What follows belongs to an exercise in optimizing a design on an open flow for small area; a production flow would make more cautious choices.
The RTL was checked by simulation tests, not by an equivalence proof against the original design.
In runs 3 to 8 the design's own scripts or RTL, not TritonCTS, make the clock network.
The clock input has no modelled driver; a real chip could not lean on it and would need a root buffer or a full tree.
Power and IR drop assume default switching activity.

[flow/design.v]
`timescale 1ns/1ps
`default_nettype none
module top #(
  parameter integer CLK_FREQ_HZ            = 20_000,
  parameter         BUTTONS_ACTIVE_LOW      = 1,
  parameter         TESTMODE_ACTIVE_LOW     = 0,
  parameter         LED_ENABLE_ACTIVE_LOW    = 0,
  parameter integer DEBOUNCE_TIME_MS               = 5,
  parameter integer RUN_TIME_NORMAL_S         = 30,
  parameter integer RUN_TIME_TEST_S           = 3,
  parameter integer DIV_TIMER_TOGGLE       = CLK_FREQ_HZ/2,
  parameter integer DIV_LED_TOGGLE      = CLK_FREQ_HZ/2,
  parameter integer DIV_HEARTBEAT_TOGGLE       = CLK_FREQ_HZ/4
)(
  input  wire clk,
  input  wire rst,    
  input  wire I1, I2, I3, I4, I5,
  output reg  led,
  output reg  O1, O2, O3, O4, O5
);
  reg start_s0, start_s1, stop_s0, stop_s1, rst_s0, rst_s1;
  reg test_s0_n, test_s1_n, leden_s0_n, leden_s1_n;
  always @(posedge clk) begin
    start_s0   <= ~rst & ~I1;
    stop_s0    <= ~rst & ~I2;
    rst_s0     <= ~rst & ~I3;
    test_s0_n  <= rst | ~I4;
    leden_s0_n <= rst | ~I5;
    start_s1   <= start_s0;
    stop_s1    <= stop_s0;
    rst_s1     <= rst_s0;
    test_s1_n  <= test_s0_n;
    leden_s1_n <= leden_s0_n;
  end
  wire test_lvl = ~test_s1_n, leden_lvl = ~leden_s1_n;
  reg [6:0] db_st, db_sp, db_rs;
  reg st_state, sp_state, rs_state;
  reg st_state_d, sp_state_d, rs_state_d;
  wire st_lvl = start_s1, sp_lvl = stop_s1, rs_lvl = rst_s1;
  wire st_term = (~db_st[0] & db_st[1] & ~db_st[2] & db_st[3] & db_st[5]);
  wire sp_term = (~db_sp[0] & db_sp[1] & ~db_sp[2] & db_sp[3] & db_sp[5]);
  wire rs_term = (~db_rs[0] & db_rs[1] & ~db_rs[2] & db_rs[3] & db_rs[5]);
  always @(posedge clk) begin
    db_st <= (rst | (st_lvl == st_state) | st_term) ? 7'h0 : {~db_st[5:0], db_st[6] ^ db_st[0]};
    db_sp <= (rst | (sp_lvl == sp_state) | sp_term) ? 7'h0 : {~db_sp[5:0], db_sp[6] ^ db_sp[0]};
    db_rs <= (rst | (rs_lvl == rs_state) | rs_term) ? 7'h0 : {~db_rs[5:0], db_rs[6] ^ db_rs[0]};
    st_state <= ~rst & (st_term ? st_lvl : st_state);
    sp_state <= ~rst & (sp_term ? sp_lvl : sp_state);
    rs_state <= ~rst & (rs_term ? rs_lvl : rs_state);
    st_state_d <= st_state;
    sp_state_d <= sp_state;
    rs_state_d <= rs_state;
  end
  wire start_rise = st_state & ~st_state_d;
  wire stop_rise  = sp_state & ~sp_state_d;
  wire rst_rise   = rs_state & ~rs_state_d;
  reg m1, m2;
  reg timeup, past;    
  reg [19:0] tcnt;
  wire on = m1 | m2;
  wire kill = rst | rst_rise | (on & stop_rise);
  wire wrap = (~tcnt[1] & tcnt[2] & tcnt[3] & ~tcnt[4] & ~tcnt[5] & ~tcnt[6] & ~tcnt[7] & ~tcnt[9] & tcnt[10] & ~tcnt[11] & ~tcnt[13] & tcnt[14] & ~tcnt[15] & ~tcnt[16] & ~tcnt[17] & tcnt[18] & ~tcnt[19]) | (test_lvl & past);
  wire tclr = ~on | wrap;    
  always @(posedge clk) begin
    m1 <= ~kill & ((~on & start_rise) | (m1 & ~timeup) | (m2 & timeup));
    m2 <= ~kill & ((m2 & ~timeup) | (m1 & timeup));
    tcnt <= tclr ? 20'hb65da : {~tcnt[18:0], tcnt[19] ^ tcnt[16]};
    timeup <= on & wrap;
    past <= ~tclr & (past | (tcnt[0] & ~tcnt[1] & ~tcnt[4] & tcnt[6] & tcnt[7] & ~tcnt[8] & tcnt[9] & tcnt[10] & ~tcnt[13] & ~tcnt[16] & tcnt[17] & tcnt[18]));
  end
  always @* begin
    O1 = m1;
    O2 = m2;
    O4 = on;
  end
  reg [13:0] div_o3, div_led;
  reg [12:0] div_o5;
  wire o3_term  = (div_o3[0] & div_o3[2] & div_o3[4] & div_o3[6] & div_o3[8] & ~div_o3[9] & div_o3[10] & ~div_o3[11] & div_o3[12] & ~div_o3[13]);
  wire led_term = (div_led[0] & div_led[2] & div_led[4] & div_led[6] & div_led[8] & ~div_led[9] & div_led[10] & ~div_led[11] & div_led[12] & ~div_led[13]);
  wire o5_term  = (div_o5[0] & ~div_o5[1] & div_o5[4] & ~div_o5[5] & div_o5[6] & div_o5[7] & div_o5[8] & ~div_o5[9] & div_o5[10]);
  always @(posedge clk) begin
    div_o3  <= (~on | o3_term) ? 14'hf50 : {~div_o3[12:0], div_o3[13] ^ div_o3[12]};
    O3      <= ~rst & on & (O3 ^ o3_term);
    div_led <= (rst | ~leden_lvl | led_term) ? 14'hf50 : {~div_led[12:0], div_led[13] ^ div_led[12]};
    led     <= ~rst & leden_lvl & (led ^ led_term);
    div_o5  <= (rst | o5_term) ? 13'h1848 : {~div_o5[11:0], div_o5[12] ^ div_o5[3]};
    O5      <= ~rst & (O5 ^ o5_term);
  end
endmodule
`default_nettype wire
[flow/flow/run.sh]
#!/bin/bash
# The standard layout (standard.sh) with three changes:
#  - ABC's final mapping pass skips its delay-driven buffering and upsizing
#    (synthesis is otherwise the standard one, so the registers are the same);
#  - the port buffers are buf_1 cells;
#  - clock tree synthesis inserts no dummy loads.
# Each tool's output is in ORFS's logs under orfs/logs; make's output is in flow_make.log.
set -euo pipefail
here=$(pwd)
extra=()
if [[ "${ABC_NOUP:-0}" == 1 ]]; then
  cp -r "$FLOW_HOME/scripts" "$here/scripts"
  python3 - "$here/scripts/abc_speed.script" <<'P'
import sys
p = sys.argv[1]
s = open(p).read()
tail = "buffer -c\ntopo\nstime -c\nupsize -c\ndnsize -c\n"
assert s.endswith(tail), "unexpected abc script"
open(p, "w").write(s[: -len(tail)] + "topo\nstime -c\n")
P
  extra+=("SCRIPTS_DIR=$here/scripts")
fi
bash standard.sh "${extra[@]}" \
  "BUFFER_PORTS_ARGS=-buffer_cell sky130_fd_sc_hd__buf_1" \
  "CTS_ARGS=-sink_clustering_enable -repair_clock_nets -dont_use_dummy_load" \
  finish > flow_make.log 2>&1
[flow/standard.sh]
#!/bin/bash
# synth_recipe.tcl (not shown) runs the flow's synth.tcl, then flattens the netlist and writes it again
# the make line also repeats each setting of config.mk as NAME=value (left out here)
make -C /OpenROAD-flow-scripts/flow DESIGN_CONFIG=/design/flow/config.mk WORK_HOME=/design/flow/orfs CLKGATE_MAP_FILE= SYNTH_SCRIPT=/design/flow/synth_recipe.tcl "${@:-finish}"
[flow/config.mk]
export PLATFORM = sky130hd
export DESIGN_NAME = top
export DESIGN_NICKNAME = top
export VERILOG_FILES = /design/flow/design.v
export SDC_FILE = /design/flow/constraint.sdc
export NUM_CORES = 4
export LEC_CHECK = 0
export CAP_MARGIN = 20
export CORE_MARGIN = 2
export CORE_UTILIZATION = 60
export SLEW_MARGIN = 20
[flow/constraint.sdc]
create_clock -name core_clock -period 10.0 [get_ports {clk}]
set_input_delay 2.0000 -clock core_clock [delete_from_list [all_inputs] [get_ports {clk}]]
set_output_delay 2.0000 -clock core_clock [all_outputs]
set_load 0.01 [all_outputs]
==> flow_summary_export.csv, run 1 <==
group,metric,value,unit
worst_hold_path,min_path_type,"reg2reg",
synth,avgSynthCellArea,10.86,µm²
die,die_h,74.69,µm
layout,drive_gt1_frac,0.04795,
synth,yosys-top-cells-count,"dfxtp_1, nor2_1, nand2_1",
timing,rsz0062_at_grt,"no",
placed_design,place_ws,6.672,ns
timing,finalCritPeriodShare,0.3560,
timing,hold_viol,0,
drt,routed_wl,3976,µm
cts,cts_buffers,9,
timing,drv_slew,0,
synth,syn-num-nets,283,
cts,cts_tree,"yes",
timing,skew,0.01841,ns
die,fp-row-count,25,
critical_path,crit_start,"m2$_DFF_P_",
layout,fin_nets,301,
placed_design,gp_congestion,0.7505,
critical_path,endpoint,"O4",
flow_run,maxCapViolations,0,
cts,clk_path_buf_depth,2,
grt,grt_usage,0.1642,
drt,wl_per_cell,11.08,µm
synth,synth.top_cells.by_area,"dfxtp_1, nor2_1, nand2_1, xnor2_1, nor2b_1",
cts,clk_latency,0.35,ns
timing,finalSetupTns,0,ns
drt,firstDrtPassIters,4,
critical_path,crit_type,"reg2out",
grt,grt_max_degree,25,
critical_path,worstPathArrival,1.56,ns
synth,yosysMostFrequentCell,"dfxtp_1",
cts,clock-sinks,105,
cts,cts-hold-fix-buffers,0,
synth,yosysSeqAreaShare,0.7012,
synth,yosys_warnings,1,
layout,utilization,0.6756,
drt,drtIter0Drc,67,
critical_path,end_kind,"primary output",
cts,clkTransAtPathRegs,0.08,ns
synth,synth-seq-cells,105,
power_and_ir_drop,p_total,0.6379,mW
drt,num_vias,1720,
synth,synth_edf_count,0,
drt,viasPerCell,4.791,
timing,layout_setup_ws,6.440,ns
synth,synth_area,2998,µm²
critical_path,reg2reg_depth,5,
critical_path,start_kind,"register",
layout,area_delta_synth_final,7.846,%
cts,h-tree-depth,3,
outcome,status,"finished clean",
die,num_io_pins,13,
synth,yosys.area.top_type,"dfxtp_1",
synth,ys_types,32,
drt,ant_nets,0,
cts,cts.root.buffer_cell,"clkbuf_8",
power_and_ir_drop,peakVddDrop,0.0001307,V
placed_design,hpwl,2639,µm
cts,post_cts_resize_count,0,
critical_path,crit_fanout,12,
grt,grt_pass1_wl,6665,µm
critical_path,critPathRequiredTime,8.00,ns
critical_path,ff2ff_setup_slack,8.26,ns
timing,finalSetupViolations,0,
die,initial_core_util,0.6264,
timing,relSlewSlack,0.3730,
layout,diodes,0,
placed_design,port_buffers,12,
cts,post_cts_buffers,0,
grt,grt_pass1_vias,1525,
timing,max_freq,0.2809,GHz
critical_path,r2r-end,"tcnt[0]$_SDFF_PP0_",
grt,grt_overflow,0,
synth,synthArstFlopShare,0,
synth,synthCells,276,
synth,synth_top_area_share,0.7012,
power_and_ir_drop,leakage,1.204,nW
timing,tightest_slew,0.9405,ns
die,core_area,4786,µm²
power_and_ir_drop,powerDensity,197.3,nW/µm²
grt,antenna_found_initial,0,
timing,min_period,3.560,ns
die,dieArea,5578,µm²
critical_path,reg2reg_from,"tcnt[18]$_SDFF_PP0_",
synth,synthFlopType,"dfxtp_1",
die,fp.dieW,74.69,µm
drt,drc,0,
## critical path: stages, from the launching register on
cell     delay (ns)
dfxtp_1        0.33
nor2_1         0.60
inv_1          0.13
buf_1          0.16
## registers in the layout, indices dropped and copies added, names as in the netlist, 7 cells and up
name,count
db_rs,7
db_sp,7
db_st,7
div_led,14
div_o3,14
div_o5,13
tcnt,20
## power breakdown
group	switching, mW	internal, mW	leakage [nW]
Sequential	0.00454	0.428	0.857
Clock	0.113	0.0809	0.0647
Combinational	0.00627	0.00494	0.283
## cell usage in the layout (no fill, tap or decap), types with 3 or more instances in the layout
cell / count
a21oi_1: 6
buf_1: 12
clkbuf_8: 9
dfxtp_1: 105
nand2_1: 38
nand2b_1: 5
nand3_1: 3
nor2_1: 58
nor2b_1: 9
nor3_1: 6
nor4bb_1: 3
xnor2_1: 12
## cell families after synthesis
logic type                after synthesis  share of synthesized area
AOI/OAI and AO/OA                       9                    0.01711
xor gates and xnor gates               13                    0.03798
buffers and inverters                   8                    0.01085
DFF                                   105                     0.7012
muxes                                   2                   0.006678
and+or+nand+nor                       139                     0.2262
## how the worst min path moves through the flow
stage	cells after the start	slack, ns	startpoint	endpoint
2_1_floorplan	0	0.31	leden_s0_n$_DFF_P_	leden_s1_n$_DFF_P_
3_3_place_gp	0	0.31	leden_s0_n$_DFF_P_	leden_s1_n$_DFF_P_
3_5_place_dp	0	0.31	rst_s0$_DFF_P_	rst_s1$_DFF_P_
4_1_cts	0	0.32	rst_s0$_DFF_P_	rst_s1$_DFF_P_
5_1_grt	0	0.33	rst_s0$_DFF_P_	rst_s1$_DFF_P_
6_report	0	0.32	rst_s0$_DFF_P_	rst_s1$_DFF_P_
## final cells by class
class                           count  area (µm²)
Multi-Input combinational cell    163       863.3
Tap cell                           67       83.83
Sequential cell                   105        2102
Fill cell                         398        1553
Clock buffer                        9       123.9
Timing Repair Buffer               13       52.55
Inverter                            2       7.507
## routing by layer
layer | global-route usage | part of all wire
met1 | 0.2137 | 0.52
met2 | 0.2360 | 0.43
met3 | 0.07631 | 0.044
met4 | 0.07143 | 0.012
met5 | 0 | 0
## stage by stage
stage	hold slack, ns	cells	cell area, µm²
after detailed placement	0.3121	350	3109
after floorplan	0.3096	276	2998
after global placement	0.3108	350	3109
after CTS	0.3235	359	3233
final	0.3166	359	3233
after global routing	0.3343	359	3233
==> run 2: changes to the inputs <==
--- a/flow/flow/run.sh
+++ b/flow/flow/run.sh
@@ -9,5 +9,5 @@
 here=$(pwd)
 extra=()
-if [[ "${ABC_NOUP:-0}" == 1 ]]; then
+if [[ "${ABC_NOUP:-1}" == 1 ]]; then
   cp -r "$FLOW_HOME/scripts" "$here/scripts"
   python3 - "$here/scripts/abc_speed.script" <<'P'
==> flow_summary_export.csv, run 2 <==
group,metric,value,unit
outcome,status,"finished clean",
critical_path,cpLargestDelayFamily,"simple AND/OR/NAND/NOR gates",
cts,cts-hold-fix-buffers,0,
grt,grt_usage,0.1701,
layout,largest_register_ffs,20,
timing,tightest_slew,0.9362,ns
synth,yosys-top-cells-count,"dfxtp_1, nor2_1, nand2_1",
cts,clkTransAtPathRegs,0.08,ns
layout,biggestRegsByFlops,"tcnt x20, div_led x14, div_o3 x14",
placed_design,place_inst,350,
power_and_ir_drop,p_sw_frac,0.1960,
worst_hold_path,min_path_type,"reg2reg",
critical_path,end_kind,"primary output",
power_and_ir_drop,pwr-share-comb,0.017,
power_and_ir_drop,powerDensity,198.7,nW/µm²
timing,holdWs,0.3267,ns
cts,cts_buffers,9,
die,dieArea,5500,µm²
critical_path,ff2ff_setup_slack,8.17,ns
critical_path,crit_fanout,12,
synth,synth_edf_count,0,
cts,clock-sinks,105,
synth,synth.top_cells.by_area,"dfxtp_1, nor2_1, nand2_1, xnor2_1, nor2b_1",
timing,hold_viol,0,
drt,drc,0,
cts,post_cts_buffers,0,
synth,yosysMostFrequentCell,"dfxtp_1",
worst_hold_path,min_path_cells,0,
critical_path,critical_path_depth,3,
drt,routed_wl,4015,µm
critical_path,max_stage_delay,0.55,ns
power_and_ir_drop,leakage,1.174,nW
synth,synthFlopType,"dfxtp_1",
synth,yosys.area.top_type,"dfxtp_1",
layout,final_common_cell,"dfxtp_1",
power_and_ir_drop,power_switching,0.1252,mW
synth,yosys.area_share.adder,0,
placed_design,gp_congestion,0.7314,
timing,min_period,3.581,ns
layout,drive_gt1_frac,0.03425,
critical_path,start_kind,"register",
cts,clk_latency,0.36,ns
drt,viasPerCell,4.816,
synth,synth_area,2954,µm²
grt,grt_overflow,0,
layout,top_register,"tcnt",
power_and_ir_drop,p_int,0.5136,mW
power_and_ir_drop,p_clk_frac,0.306,
synth,yosys.area_share.simple,0.2232,
die,initial_core_util,0.6254,
drt,ant_nets,0,
synth,synthArstFlopShare,0,
cts,clk_path_buf_depth,2,
layout,area_delta_synth_final,8.810,%
placed_design,hpwl,2757,µm
synth,synth.area.mux_share,0.006777,
synth,syn-num-nets,277,
die,die_h,74.17,µm
flow_run,maxCapViolations,0,
synth,synth-seq-cells,105,
synth,synth_top_family_by_area,"simple AND/OR/NAND/NOR gates",
critical_path,critPathRequiredTime,8.00,ns
die,num_io_pins,13,
drt,num_vias,1729,
timing,skew,0.02519,ns
critical_path,reg2reg_depth,5,
cts,cts_tree,"yes",
power_and_ir_drop,peakVddDrop,0.0001487,V
grt,grt_max_degree,25,
critical_path,worstPathArrival,1.58,ns
synth,ys_types,28,
die,fp-row-count,25,
timing,finalSetupTns,0,ns
grt,grt_pass1_wl,6858,µm
layout,final-instance-count-excl-fill,359,
layout,fin_nets,301,
timing,layout_setup_ws,6.419,ns
timing,max_freq,0.2792,GHz
synth,synth_compound_area_frac,0.01737,
power_and_ir_drop,seq_power_share,0.677,
timing,rsz0062_at_grt,"no",
synth,synthCells,270,
drt,firstDrtPassIters,4,
die,core_area,4723,µm²
layout,final_cell_mix,"dfxtp_1, nor2_1, nand2_1",
die,fp.dieW,74.17,µm
synth,synth_xor_area_frac,0.03854,
cts,h-tree-depth,3,
grt,grt_pass1_vias,1603,
cts,post_cts_resize_count,0,
synth,synth_top_area_share,0.7116,
synth,yosys_warnings,1,
placed_design,port_buffers,12,
timing,finalCritPeriodShare,0.3581,
critical_path,crit_chain,"nor2_1, clkinv_1, buf_1",
critical_path,critPathSlowestCell,"nor2_1",
timing,relSlewSlack,0.3758,
drt,drtIter0Drc,68,
cts,cts.root.buffer_cell,"clkbuf_8",
grt,antenna_found_initial,0,
synth,yosysSeqAreaShare,0.7116,
layout,diodes,0,
timing,finalSetupViolations,0,
drt,wl_per_cell,11.18,µm
critical_path,crit_buf_inv,2,
synth,avgSynthCellArea,10.94,µm²
placed_design,place_ws,6.685,ns
timing,drv_slew,0,
power_and_ir_drop,p_total,0.6388,mW
critical_path,crit_type,"reg2out",
## run 2: changes by cell type in the layout (fill, tap and decap cells not counted), sizes merged
cell,before,now
inv,2,0
nand4bb,1,2
or4bb,1,0
clkinv,0,2
## run 2: kinds of logic (layout without fill, tap and decap cells)
| group | count (synthesis) | after routing |
|---|---|---|
| AO/OA/AOI/OAI | 9 | 9 |
| XOR/XNOR | 13 | 13 |
| buffers and inverters | 2 | 24 |
| flip-flops | 105 | 105 |
| multiplexers | 2 | 2 |
| AND/OR/NAND/NOR | 139 | 139 |
## run 2: final cells by class
class,count,area (µm²)
flip-flops and latches,105,2102
fillers,378,1509
inverters,2,7.507
well taps,67,83.83
multi-input cells,163,844.6
clock buffers,9,123.9
repair buffers,13,52.55
## run 2: power groups by stage
stage	clock (mW)	combinational [mW]	sequential, mW
2_1_floorplan	0	0.00772	0.441
3_3_place_gp	0	0.0109	0.442
3_5_place_dp	0	0.0114	0.442
4_1_cts	0.203	0.0113	0.433
5_1_grt	0.218	0.0131	0.434
6_report	0.195	0.0110	0.432
## run 2: through the flow
stage | instance area, µm² | util
after floorplan | 2954 | -
after global placement | 3090 | 0.6543
after detailed placement | 3090 | 0.6543
after CTS | 3214 | 0.6805
after global routing | 3214 | 0.6805
final | 3214 | 0.6805
## run 2: path summary, 6_finish.rpt
kind                       startpoint                 end
hold / removal      test_s0_n$_DFF_P_   test_s1_n$_DFF_P_
setup reg to reg  tcnt[15]$_SDFF_PP0_  tcnt[0]$_SDFF_PP0_
setup / recovery           m2$_DFF_P_                  O4
hold reg to reg     test_s0_n$_DFF_P_   test_s1_n$_DFF_P_
## run 2: per-layer routing
layer	track usage	routed length (µm)	vias to the layer above
li1	-	-	916
met1	0.1986	1911	781
met2	0.2669	1855	25
met3	0.08130	202	7
met4	0.07677	46	0
met5	0	0	-
==> run 3: changes to the inputs <==
--- a/flow/flow/run.sh
+++ b/flow/flow/run.sh
@@ -4,5 +4,6 @@
 #    (synthesis is otherwise the standard one, so the registers are the same);
 #  - the port buffers are buf_1 cells;
-#  - clock tree synthesis inserts no dummy loads.
+#  - the clock tree is built by flow/pre_cts.tcl: the clock port drives 4
+#    clkbuf_16 cells, each driving one cluster of registers.
 # Each tool's output is in ORFS's logs under orfs/logs; make's output is in flow_make.log.
 set -euo pipefail
@@ -21,6 +22,6 @@
   extra+=("SCRIPTS_DIR=$here/scripts")
 fi
+export PRE_CTS_TCL="$here/flow/pre_cts.tcl" CTS_M_K=4 CTS_M_CELL=sky130_fd_sc_hd__clkbuf_16 CTS_M_ROOT=
 bash standard.sh "${extra[@]}" \
   "BUFFER_PORTS_ARGS=-buffer_cell sky130_fd_sc_hd__buf_1" \
-  "CTS_ARGS=-sink_clustering_enable -repair_clock_nets -dont_use_dummy_load" \
   finish > flow_make.log 2>&1
==> flow/flow/manual_cts.tcl (new file) <==
# Manual one-level clock tree: the clock port drives K clock buffers, each drives
# the clock pins of one cluster of registers (k-means on register locations).
proc my_manual_cts {K master_name {root_name ""}} {
  set db [ord::get_db]
  set block [ord::get_db_block]
  set master [$db findMaster $master_name]
  set clknet [$block findNet clk]
  set sinks {}
  foreach it [$clknet getITerms] {
    set inst [$it getInst]
    lassign [$inst getLocation] x y
    set w [[$inst getMaster] getWidth]; set h [[$inst getMaster] getHeight]
    lappend sinks [list $it [expr {$x + $w/2.0}] [expr {$y + $h/2.0}]]
  }
  set n [llength $sinks]
  # k-means init: spread by sorted x then y
  set srt [lsort -real -index 1 $sinks]
  set cents {}
  for {set k 0} {$k < $K} {incr k} {
    set s [lindex $srt [expr {int(($k + 0.5) * $n / $K)}]]
    lappend cents [list [lindex $s 1] [lindex $s 2]]
  }
  for {set iter 0} {$iter < 50} {incr iter} {
    set assign {}
    foreach s $sinks {
      set best 0; set bd 1e30
      for {set k 0} {$k < $K} {incr k} {
        lassign [lindex $cents $k] cx cy
        set d [expr {abs([lindex $s 1]-$cx) + abs([lindex $s 2]-$cy)}]
        if {$d < $bd} {set bd $d; set best $k}
      }
      lappend assign $best
    }
    set nc {}
    for {set k 0} {$k < $K} {incr k} {
      set sx 0; set sy 0; set c 0
      foreach s $sinks a $assign { if {$a == $k} { set sx [expr {$sx + [lindex $s 1]}]; set sy [expr {$sy + [lindex $s 2]}]; incr c } }
      if {$c > 0} { lappend nc [list [expr {$sx/$c}] [expr {$sy/$c}]] } else { lappend nc [lindex $cents $k] }
    }
    set cents $nc
  }
  set drvnet $clknet
  if {$root_name != ""} {
    set rmaster [$db findMaster $root_name]
    set rinst [odb::dbInst_create $block $rmaster "clkbuf_m_root"]
    set rnet [odb::dbNet_create $block "clk_m_root"]
    $rnet setSigType CLOCK
    set sx 0; set sy 0
    foreach c $cents { set sx [expr {$sx + [lindex $c 0]}]; set sy [expr {$sy + [lindex $c 1]}] }
    $rinst setLocation [expr {int($sx/$K)}] [expr {int($sy/$K)}]
    $rinst setPlacementStatus PLACED
    foreach mt [$rinst getITerms] {
      set nm [[$mt getMTerm] getName]
      if {$nm == "A"} { $mt connect $clknet } elseif {$nm == "X"} { $mt connect $rnet }
    }
    set drvnet $rnet
  }
  for {set k 0} {$k < $K} {incr k} {
    set inst [odb::dbInst_create $block $master "clkbuf_m_$k"]
    set net [odb::dbNet_create $block "clk_m_$k"]
    $net setSigType CLOCK
    lassign [lindex $cents $k] cx cy
    $inst setLocation [expr {int($cx) - [$master getWidth]/2}] [expr {int($cy)}]
    $inst setPlacementStatus PLACED
    foreach mt [$inst getITerms] {
      set nm [[$mt getMTerm] getName]
      if {$nm == "A"} { $mt connect $drvnet } elseif {$nm == "X"} { $mt connect $net }
    }
    set cnt 0
    foreach s $sinks a $assign { if {$a == $k} { set it [lindex $s 0]; $it disconnect; $it connect $net; incr cnt } }
    puts "manual cts: buffer $k at [lindex $cents $k] drives $cnt sinks"
  }
}
==> flow/flow/pre_cts.tcl (new file) <==
# Sourced by ORFS's cts.tcl just before clock_tree_synthesis (PRE_CTS_TCL).
# Builds a one-level clock tree by hand (the clock port drives CTS_M_K clock
# buffers, each driving one cluster of registers) and turns the following
# clock_tree_synthesis call into setting the clock as propagated.
source [file join [file dirname [info script]] manual_cts.tcl]
my_manual_cts $::env(CTS_M_K) $::env(CTS_M_CELL) $::env(CTS_M_ROOT)
rename clock_tree_synthesis my_orig_clock_tree_synthesis
proc clock_tree_synthesis {args} {
  puts "clock_tree_synthesis replaced by the manual clock tree"
  set_propagated_clock [all_clocks]
}
==> flow_summary_export.csv, run 3 <==
group,metric,value,unit
critical_path,crit_fanout,12,
critical_path,crit_start,"m1$_DFF_P_",
timing,max_freq,0.2948,GHz
layout,fin_nets,296,
layout,diodes,0,
critical_path,critical_path_depth,3,
critical_path,reg2reg_depth,5,
synth,yosys-top-cells-count,"dfxtp_1, nor2_1, nand2_1",
critical_path,r2r-end,"tcnt[11]$_SDFF_PP0_",
timing,skew,0.01158,ns
critical_path,reg2reg_from,"tcnt[15]$_SDFF_PP0_",
critical_path,end_kind,"primary output",
die,num_io_pins,13,
critical_path,start_kind,"register",
critical_path,critPathRequiredTime,8.00,ns
layout,utilization,0.6755,
synth,synth-seq-cells,105,
flow_run,maxCapViolations,0,
critical_path,max_stage_delay,0.54,ns
placed_design,hpwl,2757,µm
synth,avgSynthCellArea,10.94,µm²
timing,tightest_slew,0.9257,ns
drt,wl_per_cell,11.16,µm
die,fp-row-count,25,
die,core_area,4723,µm²
synth,synthArstFlopShare,0,
timing,min_period,3.392,ns
die,dieArea,5500,µm²
die,die_h,74.17,µm
critical_path,crit_buf_inv,2,
synth,synthFlopType,"dfxtp_1",
grt,grt_pass1_vias,1589,
layout,drive_gt1_frac,0.01742,
layout,area_delta_synth_final,8.005,%
grt,grt_usage,0.1506,
synth,yosys.area.top_type,"dfxtp_1",
timing,hold_viol,0,
critical_path,ff2ff_setup_slack,8.18,ns
critical_path,crit_type,"reg2out",
cts,clk_latency,0.16,ns
critical_path,cpLargestDelayFamily,"simple AND/OR/NAND/NOR gates",
critical_path,endpoint,"O4",
grt,antenna_found_initial,0,
synth,synthCells,270,
critical_path,critPathSlowestCell,"nor2_1",
power_and_ir_drop,leakage,1.159,nW
grt,grt_max_degree,30,
power_and_ir_drop,p_total,0.6111,mW
cts,post_cts_resize_count,0,
drt,ant_nets,0,
grt,grt_pass1_wl,6803,µm
placed_design,port_buffers,12,
cts,post_cts_buffers,0,
power_and_ir_drop,powerDensity,191.5,nW/µm²
timing,finalSetupViolations,0,
drt,viasPerCell,4.785,
layout,fillers,378,
synth,ys_types,28,
timing,holdWs,0.3233,ns
timing,drv_slew,0,
cts,cts-hold-fix-buffers,0,
layout,largest_register_ffs,20,
timing,relSlewSlack,0.3829,
die,fp.dieW,74.17,µm
synth,synth_area,2954,µm²
power_and_ir_drop,peakVddDrop,0.0001798,V
drt,routed_wl,3951,µm
drt,drtIter0Drc,66,
worst_hold_path,min_path_type,"reg2reg",
synth,yosys_warnings,1,
drt,drc,0,
placed_design,gp_congestion,0.7314,
layout,top_register,"tcnt",
cts,clkTransAtPathRegs,0.09,ns
layout,final_common_cell,"dfxtp_1",
layout,biggestRegsByFlops,"tcnt x20, div_led x14, div_o3 x14",
timing,finalSetupTns,0,ns
synth,synth.top_cells.by_area,"dfxtp_1, nor2_1, nand2_1, xnor2_1, nor2b_1",
grt,grt_overflow,0,
drt,num_vias,1694,
drt,firstDrtPassIters,4,
layout,final_cell_mix,"dfxtp_1, nor2_1, nand2_1",
synth,synth_edf_count,0,
synth,synth_top_area_share,0.7116,
critical_path,worstPathArrival,1.39,ns
outcome,status,"finished clean",
synth,yosysSeqAreaShare,0.7116,
timing,rsz0062_at_grt,"no",
synth,syn-num-nets,277,
synth,yosysMostFrequentCell,"dfxtp_1",
die,initial_core_util,0.6254,
timing,layout_setup_ws,6.608,ns
timing,finalCritPeriodShare,0.3392,
placed_design,place_ws,6.685,ns
critical_path,crit_chain,"nor2_1, clkinv_1, buf_1",
[run 3: through the flow]
stage               cells  instance area, µm²
finish                354                3191
global route          354                3191
CTS                   354                3191
detailed placement    350                3090
global placement      350                3090
floorplan             270                2954
[run 3: final cells by class]
| cell class | count | area (µm²) | area share |
|---|---|---|---|
| Buffer | 4 | 100.1 | 0.03137 |
| Inverter | 2 | 7.507 | 0.002353 |
| Multi-Input combinational cell | 163 | 844.6 | 0.2647 |
| Sequential cell | 105 | 2102 | 0.6588 |
| Tap cell | 67 | 83.83 | 0.02627 |
| Timing Repair Buffer | 13 | 52.55 | 0.01647 |
[run 3: how the worst min path moves through the flow]
stage	to	startpoint	cells past startpoint	slack, ns
after global placement	test_s1_n$_DFF_P_	test_s0_n$_DFF_P_	0	0.31
after floorplan	leden_s1_n$_DFF_P_	leden_s0_n$_DFF_P_	0	0.31
after CTS	leden_s1_n$_DFF_P_	leden_s0_n$_DFF_P_	0	0.33
after global routing	rst_s1$_DFF_P_	rst_s0$_DFF_P_	0	0.34
after detailed placement	stop_s1$_DFF_P_	stop_s0$_DFF_P_	0	0.31
final	leden_s1_n$_DFF_P_	leden_s0_n$_DFF_P_	0	0.32
[run 3: worst register-to-register path: stages, from the launching register on]
cell	delay, ns
dfxtp_1	0.32
or4b_1	0.54
nor4_1	0.36
a211oi_1	0.13
buf_4	0.23
nor2b_1	0.15
[run 3: power breakdown]
part	leakage, nW	internal (mW)	switching (mW)	total (mW)
Clock	0.0493	0.0734	0.0942	0.168
Combinational	0.252	0.00487	0.00618	0.0111
Sequential	0.857	0.428	0.00461	0.432
Total	1.16	0.506	0.105	0.611
[run 3: cells by family after synthesis]
| group | count (synthesis) | synth area share |
|---|---|---|
| compound gates | 9 | 0.01737 |
| simple gates | 139 | 0.2232 |
| buf+inv | 2 | 0.002542 |
| mux | 2 | 0.006777 |
| flops | 105 | 0.7116 |
| xor+xnor | 13 | 0.03854 |
[run 3: metal layers]
layer | global-route usage | up-vias | share of wire
met5 | 0 | - | 0
met4 | 0.01818 | 0 | 0.013
met3 | 0.01626 | 5 | 0.034
met2 | 0.2688 | 14 | 0.46
met1 | 0.2047 | 769 | 0.49
li1 | - | 906 | -
==> run 4: changes to the inputs <==
--- a/flow/flow/run.sh
+++ b/flow/flow/run.sh
@@ -4,5 +4,5 @@
 #    (synthesis is otherwise the standard one, so the registers are the same);
 #  - the port buffers are buf_1 cells;
-#  - the clock tree is built by flow/pre_cts.tcl: the clock port drives 4
+#  - the clock tree is built by flow/pre_cts.tcl: the clock port drives 3
 #    clkbuf_16 cells, each driving one cluster of registers.
 # Each tool's output is in ORFS's logs under orfs/logs; make's output is in flow_make.log.
@@ -22,5 +22,5 @@
   extra+=("SCRIPTS_DIR=$here/scripts")
 fi
-export PRE_CTS_TCL="$here/flow/pre_cts.tcl" CTS_M_K=4 CTS_M_CELL=sky130_fd_sc_hd__clkbuf_16 CTS_M_ROOT=
+export PRE_CTS_TCL="$here/flow/pre_cts.tcl" CTS_M_K=3 CTS_M_CELL=sky130_fd_sc_hd__clkbuf_16 CTS_M_ROOT=
 bash standard.sh "${extra[@]}" \
   "BUFFER_PORTS_ARGS=-buffer_cell sky130_fd_sc_hd__buf_1" \
==> flow_summary_export.csv, run 4 <==
group,metric,value,unit
outcome,status,"finished clean",
power_and_ir_drop,p_sw_frac,0.1777,
critical_path,cpLargestDelayFamily,"simple AND/OR/NAND/NOR gates",
power_and_ir_drop,p_total,0.5947,mW
critical_path,end_kind,"primary output",
die,dieArea,5500,µm²
layout,top_register,"tcnt",
drt,dr_wl_met3,95,µm
critical_path,max_stage_delay,0.55,ns
timing,rsz0062_at_grt,"no",
critical_path,crit_chain,"nor2_1, clkinv_1, buf_1",
timing,hold_viol,0,
synth,syn-num-nets,277,
timing,drv_slew,0,
grt,grt_max_degree,38,
layout,fin_nets,295,
drt,wl_met1,1911,µm
layout,fillers,382,
cts,post_cts_resize_count,0,
cts,clk_latency,0.18,ns
synth,synthCells,270,
worst_hold_path,min_path_type,"reg2reg",
synth,synthFlopType,"dfxtp_1",
layout,regArea,2102,µm²
power_and_ir_drop,leakage,1.146,nW
placed_design,gp_congestion,0.7314,
power_and_ir_drop,pwr-share-comb,0.019,
timing,max_freq,0.2914,GHz
grt,antenna_found_initial,0,
synth,synth.top_cells.by_area,"dfxtp_1, nor2_1, nand2_1, xnor2_1, nor2b_1",
synth,yosysSeqAreaShare,0.7116,
timing,finalCritPeriodShare,0.3432,
die,initial_core_util,0.6254,
critical_path,crit_type,"reg2out",
synth,ys_types,28,
critical_path,reg2reg_from,"tcnt[15]$_SDFF_PP0_",
critical_path,crit_fanout,12,
timing,relSlewSlack,0.3827,
synth,yosys_warnings,1,
critical_path,r2r-end,"tcnt[11]$_SDFF_PP0_",
drt,firstDrtPassIters,4,
synth,yosys.area.top_type,"dfxtp_1",
critical_path,reg2reg_depth,5,
drt,drtIter0Drc,61,
synth,synth-seq-cells,105,
grt,grt_overflow,0,
power_and_ir_drop,power_switching,0.1057,mW
critical_path,critPathSlowestCell,"nor2_1",
worst_hold_path,min_path_cells,0,
drt,num_vias,1686,
layout,final_common_cell,"dfxtp_1",
power_and_ir_drop,p_clk_frac,0.254,
drt,viasPerCell,4.776,
synth,yosys-top-cells-count,"dfxtp_1, nor2_1, nand2_1",
timing,finalSetupTns,0,ns
die,fp-row-count,25,
layout,diodes,0,
power_and_ir_drop,powerDensity,187.9,nW/µm²
drt,highest_layer,"met4",
synth,synth_area,2954,µm²
drt,wl_met2,1844,µm
drt,wl_per_cell,10.98,µm
power_and_ir_drop,seq_power_share,0.728,
placed_design,port_buffers,12,
grt,grt_usage,0.1461,
timing,finalSetupViolations,0,
synth,synthArstFlopShare,0,
layout,multi_input_area,844.6,µm²
critical_path,crit_buf_inv,2,
layout,area_delta_synth_final,7.158,%
grt,grt_pass1_wl,6644,µm
placed_design,hpwl,2757,µm
power_and_ir_drop,peakVddDrop,0.0002354,V
synth,synth_edf_count,0,
critical_path,critPathRequiredTime,8.00,ns
synth,yosysMostFrequentCell,"dfxtp_1",
cts,post_cts_buffers,0,
critical_path,worstPathArrival,1.43,ns
drt,routed_wl,3877,µm
synth,avgSynthCellArea,10.94,µm²
flow_run,maxCapViolations,0,
drt,ant_nets,0,
layout,biggestRegsByFlops,"tcnt x20, div_led x14, div_o3 x14",
cts,cts-hold-fix-buffers,0,
die,fp.dieW,74.17,µm
critical_path,start_kind,"register",
cts,clkTransAtPathRegs,0.12,ns
layout,largest_register_ffs,20,
timing,tightest_slew,0.9260,ns
synth,synth_top_area_share,0.7116,
layout,drive_gt1_frac,0.01399,
drt,drc,0,
critical_path,ff2ff_setup_slack,8.17,ns
grt,grt_pass1_vias,1550,
layout,final_cell_mix,"dfxtp_1, nor2_1, nand2_1",
die,num_io_pins,13,
die,core_area,4723,µm²
timing,min_period,3.432,ns
worst_hold_path,hold_end,"stop_s1$_DFF_P_",
die,die_h,74.17,µm
worst_hold_path,hp-start,"stop_s0$_DFF_P_",
timing,skew,0.008379,ns
power_and_ir_drop,p_int,0.4891,mW
[run 4: layer usage]
metal | track usage | vias up
met2 | 0.2649 | 15
met3 | 0.009485 | 2
met5 | 0 | -
li1 | - | 904
met4 | 0.01010 | 0
met1 | 0.2023 | 765
[run 4: power groups by stage]
stage	combinational, mW	clock [mW]	sequential (mW)
finish	0.0111	0.151	0.433
global route	0.0131	0.168	0.434
CTS	0.0114	0.154	0.433
detailed placement	0.0114	0	0.442
global placement	0.0109	0	0.442
floorplan	0.00772	0	0.441
[run 4: cell type report]
class                           count  area share
Sequential cell                   105      0.6640
Multi-Input combinational cell    163      0.2668
Tap cell                           67     0.02648
Buffer                              3     0.02372
Timing Repair Buffer               13     0.01660
Inverter                            2    0.002372
[run 4: worst max-delay path by stage]
| stage | from | endpoint | slack (ns) | cells after the start |
|---|---|---|---|---|
| floorplan | m2$_DFF_P_ | O4 | 7.00 | 2 |
| CTS | m2$_DFF_P_ | O4 | 6.54 | 3 |
| global route | m2$_DFF_P_ | O4 | 6.40 | 3 |
| global placement | m2$_DFF_P_ | O4 | 6.73 | 3 |
| finish | m2$_DFF_P_ | O4 | 6.57 | 3 |
| detailed placement | rst | div_o5[4]$_SDFF_PP0_ | 6.69 | 3 |
[run 4: through the flow]
| step | worst slack (ns) | std cells | cell area (µm²) | util | hold WS [ns] |
|---|---|---|---|---|---|
| after global placement | 6.728 | 350 | 3090 | 0.6543 | 0.3096 |
| after global routing | 6.401 | 353 | 3166 | 0.6702 | 0.3449 |
| after CTS | 6.544 | 353 | 3166 | 0.6702 | 0.3392 |
| after floorplan | 6.995 | 270 | 2954 | - | 0.3096 |
| final | 6.568 | 353 | 3166 | 0.6702 | 0.3379 |
| after detailed placement | 6.685 | 350 | 3090 | 0.6543 | 0.3121 |
[run 4: kinds of logic after synthesis]
family | share of synthesized area
AOI/OAI and AO/OA | 0.01737
xor gates and xnor gates | 0.03854
buffers and inverters | 0.002542
DFF | 0.7116
and+or+nand+nor | 0.2232
muxes | 0.006777
==> run 5: changes to the inputs <==
--- a/flow/flow/run.sh
+++ b/flow/flow/run.sh
@@ -5,5 +5,5 @@
 #  - the port buffers are buf_1 cells;
 #  - the clock tree is built by flow/pre_cts.tcl: the clock port drives 3
-#    clkbuf_16 cells, each driving one cluster of registers.
+#    buf_12 cells, each driving one cluster of registers.
 # Each tool's output is in ORFS's logs under orfs/logs; make's output is in flow_make.log.
 set -euo pipefail
@@ -22,5 +22,5 @@
   extra+=("SCRIPTS_DIR=$here/scripts")
 fi
-export PRE_CTS_TCL="$here/flow/pre_cts.tcl" CTS_M_K=3 CTS_M_CELL=sky130_fd_sc_hd__clkbuf_16 CTS_M_ROOT=
+export PRE_CTS_TCL="$here/flow/pre_cts.tcl" CTS_M_K=3 CTS_M_CELL=sky130_fd_sc_hd__buf_12 CTS_M_ROOT=
 bash standard.sh "${extra[@]}" \
   "BUFFER_PORTS_ARGS=-buffer_cell sky130_fd_sc_hd__buf_1" \
--- a/flow/config.mk
+++ b/flow/config.mk
@@ -8,4 +8,5 @@
 export CAP_MARGIN = 20
 export CORE_MARGIN = 2
-export CORE_UTILIZATION = 60
+export CORE_UTILIZATION = 80
+export PLACE_DENSITY = 0.9
 export SLEW_MARGIN = 20
==> flow_summary_export.csv, run 5 <==
group,metric,value,unit
timing,max_freq,0.2829,GHz
cts,cts-hold-fix-buffers,0,
die,num_io_pins,13,
layout,final-instance-count-excl-fill,334,
worst_hold_path,min_path_type,"reg2reg",
synth,yosys.area.top_type,"dfxtp_1",
cts,clkTransAtPathRegs,0.12,ns
timing,hold_viol,0,
grt,antenna_found_initial,0,
synth,synthCells,270,
die,dieArea,4195,µm²
grt,grt_pass1_vias,1755,
flow_run,maxCapViolations,0,
grt,grt_usage,0.2311,
drt,wl_per_cell,13.55,µm
synth,yosys-top-cells-count,"dfxtp_1, nor2_1, nand2_1",
synth,synthArstFlopShare,0,
grt,grt_pass1_wl,7831,µm
timing,skew,0.008739,ns
placed_design,hpwl,3062,µm
timing,layout_setup_ws,6.465,ns
timing,rsz0062_at_grt,"no",
grt,grt_max_degree,37,
critical_path,start_kind,"register",
layout,drive_gt1_frac,0.01399,
timing,finalSetupTns,0,ns
cts,post_cts_buffers,0,
timing,finalSetupViolations,0,
layout,diodes,0,
synth,yosys_warnings,1,
cts,clk_latency,0.15,ns
placed_design,place_ws,6.656,ns
placed_design,port_buffers,12,
timing,tightest_slew,0.9909,ns
layout,largest_register_ffs,20,
layout,utilization,0.8671,
synth,synthFlopType,"dfxtp_1",
critical_path,endpoint,"O4",
critical_path,critPathRequiredTime,8.00,ns
grt,grt_overflow,0,
placed_design,place_inst,331,
placed_design,gp_congestion,0.7397,
power_and_ir_drop,leakage,1.138,nW
timing,holdWs,0.3383,ns
synth,synth.top_cells.by_area,"dfxtp_1, nor2_1, nand2_1, xnor2_1, nor2b_1",
layout,fin_nets,295,
drt,viasPerCell,5.350,
synth,yosysMostFrequentCell,"dfxtp_1",
drt,drtIter0Drc,94,
critical_path,worstPathArrival,1.54,ns
cts,post_cts_resize_count,0,
timing,finalCritPeriodShare,0.3535,
drt,drc,0,
layout,top_register,"tcnt",
critical_path,crit_fanout,12,
layout,multi_input_area,844.6,µm²
layout,final_cell_mix,"dfxtp_1, nor2_1, nand2_1",
synth,syn-num-nets,277,
placed_design,place_area,3067,µm²
layout,final_area,3127,µm²
synth,yosysSeqAreaShare,0.7116,
drt,firstDrtPassIters,4,
drt,num_vias,1787,
power_and_ir_drop,powerDensity,187.5,nW/µm²
timing,min_period,3.535,ns
critical_path,r2r-end,"tcnt[18]$_SDFF_PP0_",
layout,area_delta_synth_final,5.845,%
layout,biggestRegsByFlops,"tcnt x20, div_led x14, div_o3 x14",
critical_path,reg2reg_from,"tcnt[15]$_SDFF_PP0_",
die,initial_core_util,0.8192,
critical_path,crit_start,"m1$_DFF_P_",
critical_path,critPathSlowestCell,"nor2_1",
die,fp-row-count,22,
critical_path,end_kind,"primary output",
synth,ys_types,28,
die,die_h,64.77,µm
synth,avgSynthCellArea,10.94,µm²
timing,relSlewSlack,0.3394,
layout,regArea,2102,µm²
critical_path,ff2ff_setup_slack,8.15,ns
drt,ant_nets,0,
power_and_ir_drop,p_total,0.5863,mW
critical_path,reg2reg_depth,5,
critical_path,crit_chain,"nor2_1, clkinv_1, buf_1",
synth,synth_edf_count,0,
critical_path,crit_type,"reg2out",
synth,synth_top_area_share,0.7116,
die,core_area,3606,µm²
die,fp.dieW,64.77,µm
critical_path,max_stage_delay,0.62,ns
power_and_ir_drop,peakVddDrop,0.0002174,V
synth,synth_area,2954,µm²
drt,routed_wl,4525,µm
timing,drv_slew,0,
layout,fillers,186,
layout,final_common_cell,"dfxtp_1",
outcome,status,"finished clean",
synth,synth-seq-cells,105,
[run 5: changes by cell type in the layout (fill, tap and decap cells not counted)]
cell,previous run,this run
buf_12,0,3
clkbuf_16,3,0
[run 5: kinds of logic after synthesis]
kind of cell | share of synthesized area
buf+inv | 0.002542
simple gates | 0.2232
flops | 0.7116
mux | 0.006777
compound gates | 0.01737
xor+xnor | 0.03854
[run 5: report_power, final]
group          total, mW  internal, mW  leakage, nW  switching [mW]
Combinational     0.0118       0.00488        0.252         0.00695
Sequential         0.433         0.428        0.857         0.00509
Clock              0.141        0.0491       0.0282          0.0924
[run 5: worst min-delay path by stage]
stage | start | end | slack (ns) | depth (start not counted)
after CTS | start_s0$_DFF_P_ | start_s1$_DFF_P_ | 0.34 | 0
after global routing | start_s0$_DFF_P_ | start_s1$_DFF_P_ | 0.35 | 0
after detailed placement | stop_s0$_DFF_P_ | stop_s1$_DFF_P_ | 0.31 | 0
final | start_s0$_DFF_P_ | start_s1$_DFF_P_ | 0.34 | 0
after floorplan | leden_s0_n$_DFF_P_ | leden_s1_n$_DFF_P_ | 0.31 | 0
after global placement | test_s0_n$_DFF_P_ | test_s1_n$_DFF_P_ | 0.31 | 0
[run 5: worst max-delay path: cells and delay by family, from the launching register on]
kind / cells / cell delay, ns
buf+inv: 2 / 0.41
simple gates: 1 / 0.62
flops: 1 / 0.36
[run 5: layout make-up]
cell class | instances | share of cell area
plain buffers | 3 | 0.01921
well taps | 48 | 0.01921
inverters | 2 | 0.002401
flip-flops and latches | 105 | 0.6723
repair buffers | 13 | 0.01681
multi-input cells | 163 | 0.2701
[run 5: per-layer routing]
layer,global-route usage,vias up,part of all wire
li1,-,913,-
met1,0.2995,850,0.44
met2,0.4330,19,0.53
met3,0.01563,5,0.023
met4,0.03457,0,0.011
met5,0,-,0
==> run 6: changes to the inputs <==
--- a/flow/flow/run.sh
+++ b/flow/flow/run.sh
@@ -4,5 +4,5 @@
 #    (synthesis is otherwise the standard one, so the registers are the same);
 #  - the port buffers are buf_1 cells;
-#  - the clock tree is built by flow/pre_cts.tcl: the clock port drives 3
+#  - the clock tree is built by flow/pre_cts.tcl: the clock port drives 4
 #    buf_12 cells, each driving one cluster of registers.
 # Each tool's output is in ORFS's logs under orfs/logs; make's output is in flow_make.log.
@@ -22,5 +22,5 @@
   extra+=("SCRIPTS_DIR=$here/scripts")
 fi
-export PRE_CTS_TCL="$here/flow/pre_cts.tcl" CTS_M_K=3 CTS_M_CELL=sky130_fd_sc_hd__buf_12 CTS_M_ROOT=
+export PRE_CTS_TCL="$here/flow/pre_cts.tcl" CTS_M_K=4 CTS_M_CELL=sky130_fd_sc_hd__buf_12 CTS_M_ROOT=
 bash standard.sh "${extra[@]}" \
   "BUFFER_PORTS_ARGS=-buffer_cell sky130_fd_sc_hd__buf_1" \
--- a/flow/config.mk
+++ b/flow/config.mk
@@ -8,5 +8,4 @@
 export CAP_MARGIN = 20
 export CORE_MARGIN = 2
-export CORE_UTILIZATION = 80
-export PLACE_DENSITY = 0.9
+export CORE_UTILIZATION = 60
 export SLEW_MARGIN = 20
==> flow_summary_export.csv, run 6 <==
group,metric,value,unit
critical_path,critPathSlowestCell,"nor2_1",
drt,viasPerCell,4.811,
cts,post_cts_buffers,0,
placed_design,gp_congestion,0.7314,
critical_path,critPathRequiredTime,8.00,ns
cts,post_cts_resize_count,0,
grt,grt_overflow,0,
die,core_area,4723,µm²
grt,grt_pass1_wl,6817,µm
power_and_ir_drop,p_int,0.4981,mW
power_and_ir_drop,p_total,0.6034,mW
synth,yosysSeqAreaShare,0.7116,
critical_path,crit_chain,"nor2_1, clkinv_1, buf_1",
timing,hold_viol,0,
layout,area_delta_synth_final,7.327,%
power_and_ir_drop,p_clk_frac,0.265,
cts,clk_latency,0.13,ns
grt,grt_usage,0.1508,
outcome,status,"finished clean",
die,fp-row-count,25,
placed_design,place_inst,350,
drt,num_vias,1703,
timing,relSlewSlack,0.3807,
synth,synth-seq-cells,105,
drt,ant_nets,0,
layout,drive_gt1_frac,0.01742,
synth,synth.top_cells.by_area,"dfxtp_1, nor2_1, nand2_1, xnor2_1, nor2b_1",
power_and_ir_drop,power_switching,0.1054,mW
synth,avgSynthCellArea,10.94,µm²
drt,drc,0,
critical_path,end_kind,"primary output",
power_and_ir_drop,leakage,1.147,nW
timing,tightest_slew,0.9289,ns
grt,grt_max_degree,30,
synth,yosys.area.top_type,"dfxtp_1",
timing,finalSetupViolations,0,
placed_design,port_buffers,12,
synth,yosys_warnings,1,
synth,synth_area,2954,µm²
drt,drtIter0Drc,63,
die,fp.dieW,74.17,µm
layout,final_cell_mix,"dfxtp_1, nor2_1, nand2_1",
timing,max_freq,0.2968,GHz
synth,synthCells,270,
timing,min_period,3.369,ns
timing,rsz0062_at_grt,"no",
die,dieArea,5500,µm²
critical_path,crit_type,"reg2out",
drt,wl_per_cell,11.24,µm
cts,cts-hold-fix-buffers,0,
layout,final_common_cell,"dfxtp_1",
synth,ys_types,28,
synth,yosys-top-cells-count,"dfxtp_1, nor2_1, nand2_1",
die,initial_core_util,0.6254,
power_and_ir_drop,powerDensity,190.3,nW/µm²
timing,drv_slew,0,
layout,diodes,0,
grt,antenna_found_initial,0,
worst_hold_path,min_path_type,"reg2reg",
flow_run,maxCapViolations,0,
critical_path,crit_buf_inv,2,
critical_path,max_stage_delay,0.55,ns
layout,fin_nets,296,
power_and_ir_drop,pwr-share-comb,0.018,
die,die_h,74.17,µm
placed_design,hpwl,2757,µm
timing,skew,0.01027,ns
power_and_ir_drop,p_sw_frac,0.1746,
layout,largest_register_ffs,20,
power_and_ir_drop,seq_power_share,0.717,
synth,synthFlopType,"dfxtp_1",
synth,synthArstFlopShare,0,
layout,final-instance-count-excl-fill,354,
die,num_io_pins,13,
synth,yosysMostFrequentCell,"dfxtp_1",
layout,fillers,378,
drt,firstDrtPassIters,4,
timing,finalSetupTns,0,ns
timing,finalCritPeriodShare,0.3369,
critical_path,start_kind,"register",
layout,biggestRegsByFlops,"tcnt x20, div_led x14, div_o3 x14",
power_and_ir_drop,peakVddDrop,0.0001469,V
critical_path,cpLargestDelayFamily,"simple AND/OR/NAND/NOR gates",
critical_path,worstPathArrival,1.37,ns
grt,grt_pass1_vias,1610,
cts,clkTransAtPathRegs,0.10,ns
layout,utilization,0.6713,
synth,synth_top_area_share,0.7116,
layout,top_register,"tcnt",
synth,synth_edf_count,0,
critical_path,crit_fanout,12,
drt,routed_wl,3979,µm
synth,syn-num-nets,277,
## run 6: cell counts after synthesis
No cell type changed its count.
## run 6: worst paths after layout
kind	start	end	slack (ns)	cells past startpoint
setup / recovery	m2$_DFF_P_	O4	6.63	3
hold reg to reg	leden_s0_n$_DFF_P_	leden_s1_n$_DFF_P_	0.32	0
hold / removal	leden_s0_n$_DFF_P_	leden_s1_n$_DFF_P_	0.32	0
setup reg to reg	tcnt[15]$_SDFF_PP0_	tcnt[11]$_SDFF_PP0_	8.18	5
## run 6: worst register-to-register path, stage by stage, from the launching register on
cell	delay, ns
dfxtp_1	0.32
or4b_1	0.54
nor4_1	0.36
a211oi_1	0.13
buf_4	0.23
nor2b_1	0.15
## run 6: cell type report
cell class / count / area (µm²) / share of cell area
plain buffers: 4 / 80.08 / 0.02526
inverters: 2 / 7.507 / 0.002368
multi-input cells: 163 / 844.6 / 0.2664
flip-flops and latches: 105 / 2102 / 0.6630
well taps: 67 / 83.83 / 0.02644
repair buffers: 13 / 52.55 / 0.01657
## run 6: routing by layer
| layer | part of all wire | wire length (µm) | up-vias | global-route usage |
|---|---|---|---|---|
| met5 | 0 | 0 | - | 0 |
| met4 | 0.022 | 87 | 0 | 0.02828 |
| met3 | 0.024 | 95 | 6 | 0.009485 |
| met2 | 0.47 | 1862 | 16 | 0.2708 |
| met1 | 0.49 | 1934 | 776 | 0.2035 |
| li1 | - | - | 905 | - |
## run 6: kinds of logic after synthesis
| family | after synthesis | synth area share |
|---|---|---|
| buffers and inverters | 2 | 0.002542 |
| AOI/OAI and AO/OA | 9 | 0.01737 |
| xor gates and xnor gates | 13 | 0.03854 |
| muxes | 2 | 0.006777 |
| DFF | 105 | 0.7116 |
| and+or+nand+nor | 139 | 0.2232 |
## run 6: metrics by stage
| step | setup WS (ns) | hold WS, ns | area (µm²) |
|---|---|---|---|
| CTS | 6.596 | 0.3248 | 3171 |
| global placement | 6.728 | 0.3096 | 3090 |
| detailed placement | 6.685 | 0.3121 | 3090 |
| global route | 6.447 | 0.3362 | 3171 |
| floorplan | 6.995 | 0.3096 | 2954 |
| finish | 6.631 | 0.3218 | 3171 |
## run 6: power by group through the flow
stage	clock, mW	combinational (mW)	sequential (mW)
after global routing	0.178	0.0132	0.434
final	0.160	0.0111	0.433
after detailed placement	0	0.0114	0.442
after CTS	0.165	0.0114	0.433
after floorplan	0	0.00772	0.441
after global placement	0	0.0109	0.442
==> run 7: changes to the inputs <==
--- a/flow/design.v
+++ b/flow/design.v
@@ -36,5 +36,4 @@
   reg [6:0] db_st, db_sp, db_rs;
   reg st_state, sp_state, rs_state;
-  reg st_state_d, sp_state_d, rs_state_d;
   wire st_lvl = start_s1, sp_lvl = stop_s1, rs_lvl = rst_s1;
   wire st_term = (~db_st[0] & db_st[1] & ~db_st[2] & db_st[3] & db_st[5]);
@@ -48,21 +47,18 @@
     sp_state <= ~rst & (sp_term ? sp_lvl : sp_state);
     rs_state <= ~rst & (rs_term ? rs_lvl : rs_state);
-    st_state_d <= st_state;
-    sp_state_d <= sp_state;
-    rs_state_d <= rs_state;
   end
-  wire start_rise = st_state & ~st_state_d;
-  wire stop_rise  = sp_state & ~sp_state_d;
-  wire rst_rise   = rs_state & ~rs_state_d;
-  reg m1, m2;
+  wire st_press = st_term & st_lvl & ~st_state;
+  wire sp_press = sp_term & sp_lvl & ~sp_state;
+  wire rs_press = rs_term & rs_lvl & ~rs_state;
+  reg on, go, sel;
   reg timeup, past;    
   reg [19:0] tcnt;
-  wire on = m1 | m2;
-  wire kill = rst | rst_rise | (on & stop_rise);
+  wire on_nxt = ~rst & go;
   wire wrap = (~tcnt[1] & tcnt[2] & tcnt[3] & ~tcnt[4] & ~tcnt[5] & ~tcnt[6] & ~tcnt[7] & ~tcnt[9] & tcnt[10] & ~tcnt[11] & ~tcnt[13] & tcnt[14] & ~tcnt[15] & ~tcnt[16] & ~tcnt[17] & tcnt[18] & ~tcnt[19]) | (test_lvl & past);
   wire tclr = ~on | wrap;    
   always @(posedge clk) begin
-    m1 <= ~kill & ((~on & start_rise) | (m1 & ~timeup) | (m2 & timeup));
-    m2 <= ~kill & ((m2 & ~timeup) | (m1 & timeup));
+    on  <= on_nxt;
+    go  <= ~rst & ~rs_press & ~(sp_press & on_nxt) & (on_nxt | st_press);
+    sel <= on & (sel ^ timeup);    
     tcnt <= tclr ? 20'hb65da : {~tcnt[18:0], tcnt[19] ^ tcnt[16]};
     timeup <= on & wrap;
@@ -70,6 +66,6 @@
   end
   always @* begin
-    O1 = m1;
-    O2 = m2;
+    O1 = on & ~sel;
+    O2 = on & sel;
     O4 = on;
   end
==> flow_summary_export.csv, run 7 <==
group,metric,value,unit
synth,synthCells,271,
critical_path,critPathRequiredTime,10.02,ns
layout,area_delta_synth_final,7.121,%
grt,busiest_layer,"met2",
timing,hold_viol,0,
timing,tightest_slew,0.9438,ns
synth,syn-num-nets,278,
cts,post_cts_resize_count,0,
die,fp-row-count,25,
drt,viasPerCell,4.768,
synth,yosysMostFrequentCell,"dfxtp_1",
die,initial_core_util,0.6212,
die,dieArea,5466,µm²
grt,antenna_found_initial,0,
drt,firstDrtPassIters,6,
synth,synth_compound_area_frac,0.01663,
drt,drc,0,
layout,regArea,2062,µm²
drt,routed_wl,3779,µm
die,core_area,4723,µm²
flow_run,maxCapViolations,0,
grt,grt_util_met1,0.2178,
power_and_ir_drop,peakVddDrop,0.0001539,V
power_and_ir_drop,p_total,0.5935,mW
synth,avgSynthCellArea,10.83,µm²
placed_design,hpwl,2737,µm
layout,drive_gt1_frac,0.01394,
drt,ant_nets,0,
grt,grt_pass1_wl,6706,µm
cts,post_cts_buffers,0,
synth,synth_top_family_by_area,"simple AND/OR/NAND/NOR gates",
grt,use_met2,0.2480,
timing,finalCritPeriodShare,0.3149,
layout,final_cell_mix,"dfxtp_1, nor2_1, nand2_1",
critical_path,worstPathArrival,3.16,ns
layout,biggestRegsByFlops,"tcnt x20, div_led x14, div_o3 x14",
placed_design,gp_congestion,0.7896,
layout,final_common_cell,"dfxtp_1",
synth,yosys.area_share.adder,0,
grt,grt_max_degree,31,
drt,drtIter0Drc,75,
timing,skew,0.02617,ns
timing,finalSetupTns,0,ns
worst_hold_path,hp-start,"rst_s0$_DFF_P_",
power_and_ir_drop,powerDensity,188.8,nW/µm²
synth,yosysSeqAreaShare,0.7028,
worst_hold_path,min_path_type,"reg2reg",
cts,clkTransAtPathRegs,0.09,ns
grt,grt_overflow,0,
timing,max_freq,0.3176,GHz
synth,synth.area.mux_share,0.003412,
synth,yosys_warnings,1,
timing,min_period,3.149,ns
synth,ys_types,28,
synth,synth_area,2934,µm²
synth,synth.top_cells.by_area,"dfxtp_1, nor2_1, nand2_1, xnor2_1, nor2b_1",
synth,synth_top_area_share,0.7028,
synth,synth-seq-cells,103,
synth,synth_xor_area_frac,0.04179,
critical_path,reg2reg_from,"tcnt[17]$_SDFF_PP1_",
layout,largest_register_ffs,20,
drt,wl_per_cell,10.68,µm
synth,synth_edf_count,0,
timing,finalSetupViolations,0,
placed_design,port_buffers,12,
critical_path,start_kind,"input port",
die,die_h,73.93,µm
die,fp.dieW,73.93,µm
synth,synthArstFlopShare,0,
layout,fin_nets,296,
critical_path,crit_fanout,25,
layout,top_register,"tcnt",
synth,yosys.area_share.simple,0.2341,
critical_path,end_kind,"register",
critical_path,crit_start,"rst",
critical_path,crit_type,"in2reg",
synth,synthFlopType,"dfxtp_1",
timing,drv_slew,0,
layout,multi_input_area,868.3,µm²
die,num_io_pins,13,
grt,grtUsageMet3,0.009485,
cts,clk_latency,0.14,ns
outcome,status,"finished clean",
drt,num_vias,1688,
synth,yosys-top-cells-count,"dfxtp_1, nor2_1, nand2_1",
grt,grt_usage,0.1470,
cts,cts-hold-fix-buffers,0,
layout,fillers,382,
synth,yosys.area.top_type,"dfxtp_1",
timing,relSlewSlack,0.3708,
layout,diodes,0,
timing,rsz0062_at_grt,"no",
grt,grt_pass1_vias,1591,
power_and_ir_drop,leakage,1.162,nW
## run 7: logic make-up after synthesis
| logic type | Yosys count |
|---|---|
| and+or+nand+nor | 145 |
| DFF | 103 |
| xor gates and xnor gates | 14 |
| AOI/OAI and AO/OA | 7 |
| muxes | 1 |
| buffers and inverters | 1 |
## run 7: worst paths after layout
| check | endpoint | slack, ns | cells past startpoint |
|---|---|---|---|
| max | div_led[0]$_SDFF_PP0_ | 6.85 | 4 |
| min | rst_s1$_DFF_P_ | 0.33 | 0 |
| max reg2reg | tcnt[0]$_SDFF_PP0_ | 8.36 | 4 |
| min reg2reg | rst_s1$_DFF_P_ | 0.33 | 0 |
## run 7: layer usage
layer  part of all wire  vias to the layer above
met5                  0                        -
met4              0.015                        0
met2               0.42                       14
met1               0.53                      762
met3              0.031                        7
li1                   -                      905
## run 7: cell type report
type	instances	area share
Tap cell	67	0.02667
Inverter	1	0.001194
Sequential cell	103	0.6561
Timing Repair Buffer	12	0.01433
Multi-Input combinational cell	167	0.2763
Buffer	4	0.02548
## run 7: where the power goes
| part | internal (mW) | switching, mW | leakage (nW) |
|---|---|---|---|
| Clock | 0.0652 | 0.0925 | 0.0376 |
| Combinational | 0.00504 | 0.00609 | 0.283 |
| Sequential | 0.420 | 0.00466 | 0.841 |
## run 7: per-stage QoR
stage	instances	hold slack (ns)	setup slack, ns	util	area, µm²
4_1_cts	354	0.3329	6.813	0.6654	3143
3_5_place_dp	350	0.3121	6.674	0.6485	3063
6_report	354	0.3292	6.851	0.6654	3143
3_3_place_gp	350	0.3102	6.709	0.6485	3063
2_1_floorplan	271	0.3096	7.247	-	2934
5_1_grt	354	0.3356	6.647	0.6654	3143
## run 7: critical path, cell delays in order
cell	delay, ns
buf_1	0.69
nor2_1	0.15
nand2b_1	0.25
nor2_1	0.08
==> run 8: changes to the inputs <==
--- a/flow/design.v
+++ b/flow/design.v
@@ -20,18 +20,18 @@
 );
   reg start_s0, start_s1, stop_s0, stop_s1, rst_s0, rst_s1;
-  reg test_s0_n, test_s1_n, leden_s0_n, leden_s1_n;
+  reg test_s0, test_s1, leden_s0_n, leden_s1_n;
   always @(posedge clk) begin
     start_s0   <= ~rst & ~I1;
     stop_s0    <= ~rst & ~I2;
     rst_s0     <= ~rst & ~I3;
-    test_s0_n  <= rst | ~I4;
+    test_s0    <= I4;
     leden_s0_n <= rst | ~I5;
     start_s1   <= start_s0;
     stop_s1    <= stop_s0;
     rst_s1     <= rst_s0;
-    test_s1_n  <= test_s0_n;
+    test_s1    <= test_s0;
     leden_s1_n <= leden_s0_n;
   end
-  wire test_lvl = ~test_s1_n, leden_lvl = ~leden_s1_n;
+  wire test_lvl = test_s1, leden_lvl = ~leden_s1_n;
   reg [6:0] db_st, db_sp, db_rs;
   reg st_state, sp_state, rs_state;
==> flow_summary_export.csv, run 8 <==
group,metric,value,unit
outcome,status,"finished clean",
critical_path,critPathRequiredTime,8.00,ns
layout,final_common_cell,"dfxtp_1",
critical_path,start_kind,"register",
flow_run,maxCapViolations,0,
drt,drc,0,
placed_design,place_inst,349,
layout,biggestRegsByFlops,"tcnt x20, div_led x14, div_o3 x14",
grt,grt_max_degree,31,
timing,min_period,3.014,ns
synth,synth-seq-cells,103,
layout,largest_register_ffs,20,
drt,ant_nets,0,
die,initial_core_util,0.6191,
drt,viasPerCell,4.853,
drt,drtIter0Drc,56,
cts,clkTransAtPathRegs,0.10,ns
layout,final-instance-count-excl-fill,353,
die,fp.dieW,73.81,µm
timing,layout_setup_ws,6.986,ns
synth,avgSynthCellArea,10.87,µm²
drt,routed_wl,3770,µm
layout,top_register,"tcnt",
synth,synth.top_cells.by_area,"dfxtp_1, nor2_1, nand2_1, xnor2_1, nor2b_1",
critical_path,crit_fanout,14,
timing,skew,0.02430,ns
layout,area_delta_synth_final,7.403,%
layout,utilization,0.6649,
placed_design,port_buffers,12,
power_and_ir_drop,leakage,1.161,nW
timing,tightest_slew,0.6481,ns
die,core_area,4723,µm²
placed_design,hpwl,2689,µm
layout,fin_nets,295,
timing,max_freq,0.3318,GHz
placed_design,place_ws,7.030,ns
cts,post_cts_resize_count,0,
timing,holdWs,0.3298,ns
critical_path,crit_type,"reg2out",
synth,synthFlopType,"dfxtp_1",
critical_path,worstPathArrival,1.01,ns
grt,grt_pass1_wl,6285,µm
timing,finalSetupViolations,0,
synth,yosysMostFrequentCell,"dfxtp_1",
cts,post_cts_buffers,0,
synth,ys_types,27,
synth,synthArstFlopShare,0,
die,dieArea,5448,µm²
timing,rsz0062_at_grt,"no",
grt,grt_overflow,0,
drt,wl_per_cell,10.68,µm
power_and_ir_drop,p_total,0.5931,mW
die,num_io_pins,13,
synth,synthCells,269,
grt,antenna_found_initial,0,
timing,relSlewSlack,0.5661,
power_and_ir_drop,powerDensity,188.8,nW/µm²
timing,drv_slew,0,
synth,synth_area,2924,µm²
synth,yosys-top-cells-count,"dfxtp_1, nor2_1, nand2_1",
timing,hold_viol,0,
timing,finalCritPeriodShare,0.3014,
cts,clk_latency,0.14,ns
grt,grt_pass1_vias,1556,
synth,synth_top_area_share,0.7052,
drt,firstDrtPassIters,4,
power_and_ir_drop,peakVddDrop,0.0001617,V
worst_hold_path,min_path_type,"reg2reg",
critical_path,end_kind,"primary output",
synth,syn-num-nets,276,
synth,synth_edf_count,0,
layout,drive_gt1_frac,0.01748,
synth,yosys.area.top_type,"dfxtp_1",
drt,num_vias,1713,
die,fp-row-count,25,
placed_design,place_area,3060,µm²
die,die_h,73.81,µm
synth,yosysSeqAreaShare,0.7052,
grt,grt_usage,0.1395,
layout,final_cell_mix,"dfxtp_1, nor2_1, nand2_1",
placed_design,gp_congestion,0.7250,
layout,final_area,3141,µm²
layout,diodes,0,
cts,cts-hold-fix-buffers,0,
synth,yosys_warnings,1,
timing,finalSetupTns,0,ns
==> run 8: cell types whose count changed in the layout (fill, tap and decap cells not counted), sizes merged <==
cell / change
buf: +1
clkinv: -1
nand2: +1
nand2b: -2
nor4: -1
nor4b: +1
==> run 8: area by class of cell <==
class                   count  area (µm²)
repair buffers             13       52.55
flip-flops and latches    103        2062
multi-input cells         166       862.1
fillers                   386        1583
plain buffers               4       80.08
well taps                  67       83.83
==> run 8: power by group <==
part	total, mW	internal (mW)	switching [mW]
Sequential	0.425	0.420	0.00474
Combinational	0.0113	0.00513	0.00613
Clock	0.157	0.0651	0.0919
Total	0.593	0.490	0.103
==> run 8: final timing paths <==
path         cells after the start                start  slack, ns                 end
max                              2           on$_DFF_P_       6.99                  O1
min                              0     start_s0$_DFF_P_       0.33    start_s1$_DFF_P_
max reg2reg                      4  tcnt[16]$_SDFF_PP1_       8.35  tcnt[0]$_SDFF_PP0_
min reg2reg                      0     start_s0$_DFF_P_       0.33    start_s1$_DFF_P_
==> run 8: cell families (layout without fill, tap and decap cells) <==
kind of cell / after synthesis / count (layout) / share of synthesized area
compound gates: 7 / 7 / 0.01669
xor+xnor: 14 / 14 / 0.04193
buf+inv: 0 / 17 / 0
flops: 103 / 103 / 0.7052
mux: 1 / 1 / 0.003423
simple gates: 144 / 144 / 0.2328
==> run 8: per-layer routing <==
layer,vias up,global-route usage,wire length [µm]
met5,-,0,0
met4,0,0.02020,8
met3,2,0.01646,112
met2,15,0.2411,1676
met1,792,0.1926,1972
li1,904,-,-
==> run 8: worst max-delay path: stages (launching register included) <==
cell and delay, ns:
dfxtp_1 0.55, nor2b_1 0.17, buf_1 0.15

Setup slack of run 8, layout unchanged: 6.986 ns with ideal ports, 6.909 ns with driving cells assumed (clock clkbuf_16, inputs buf_2), 7.054 ns with port delays also shifted by the 0.206 ns mid clock arrival.
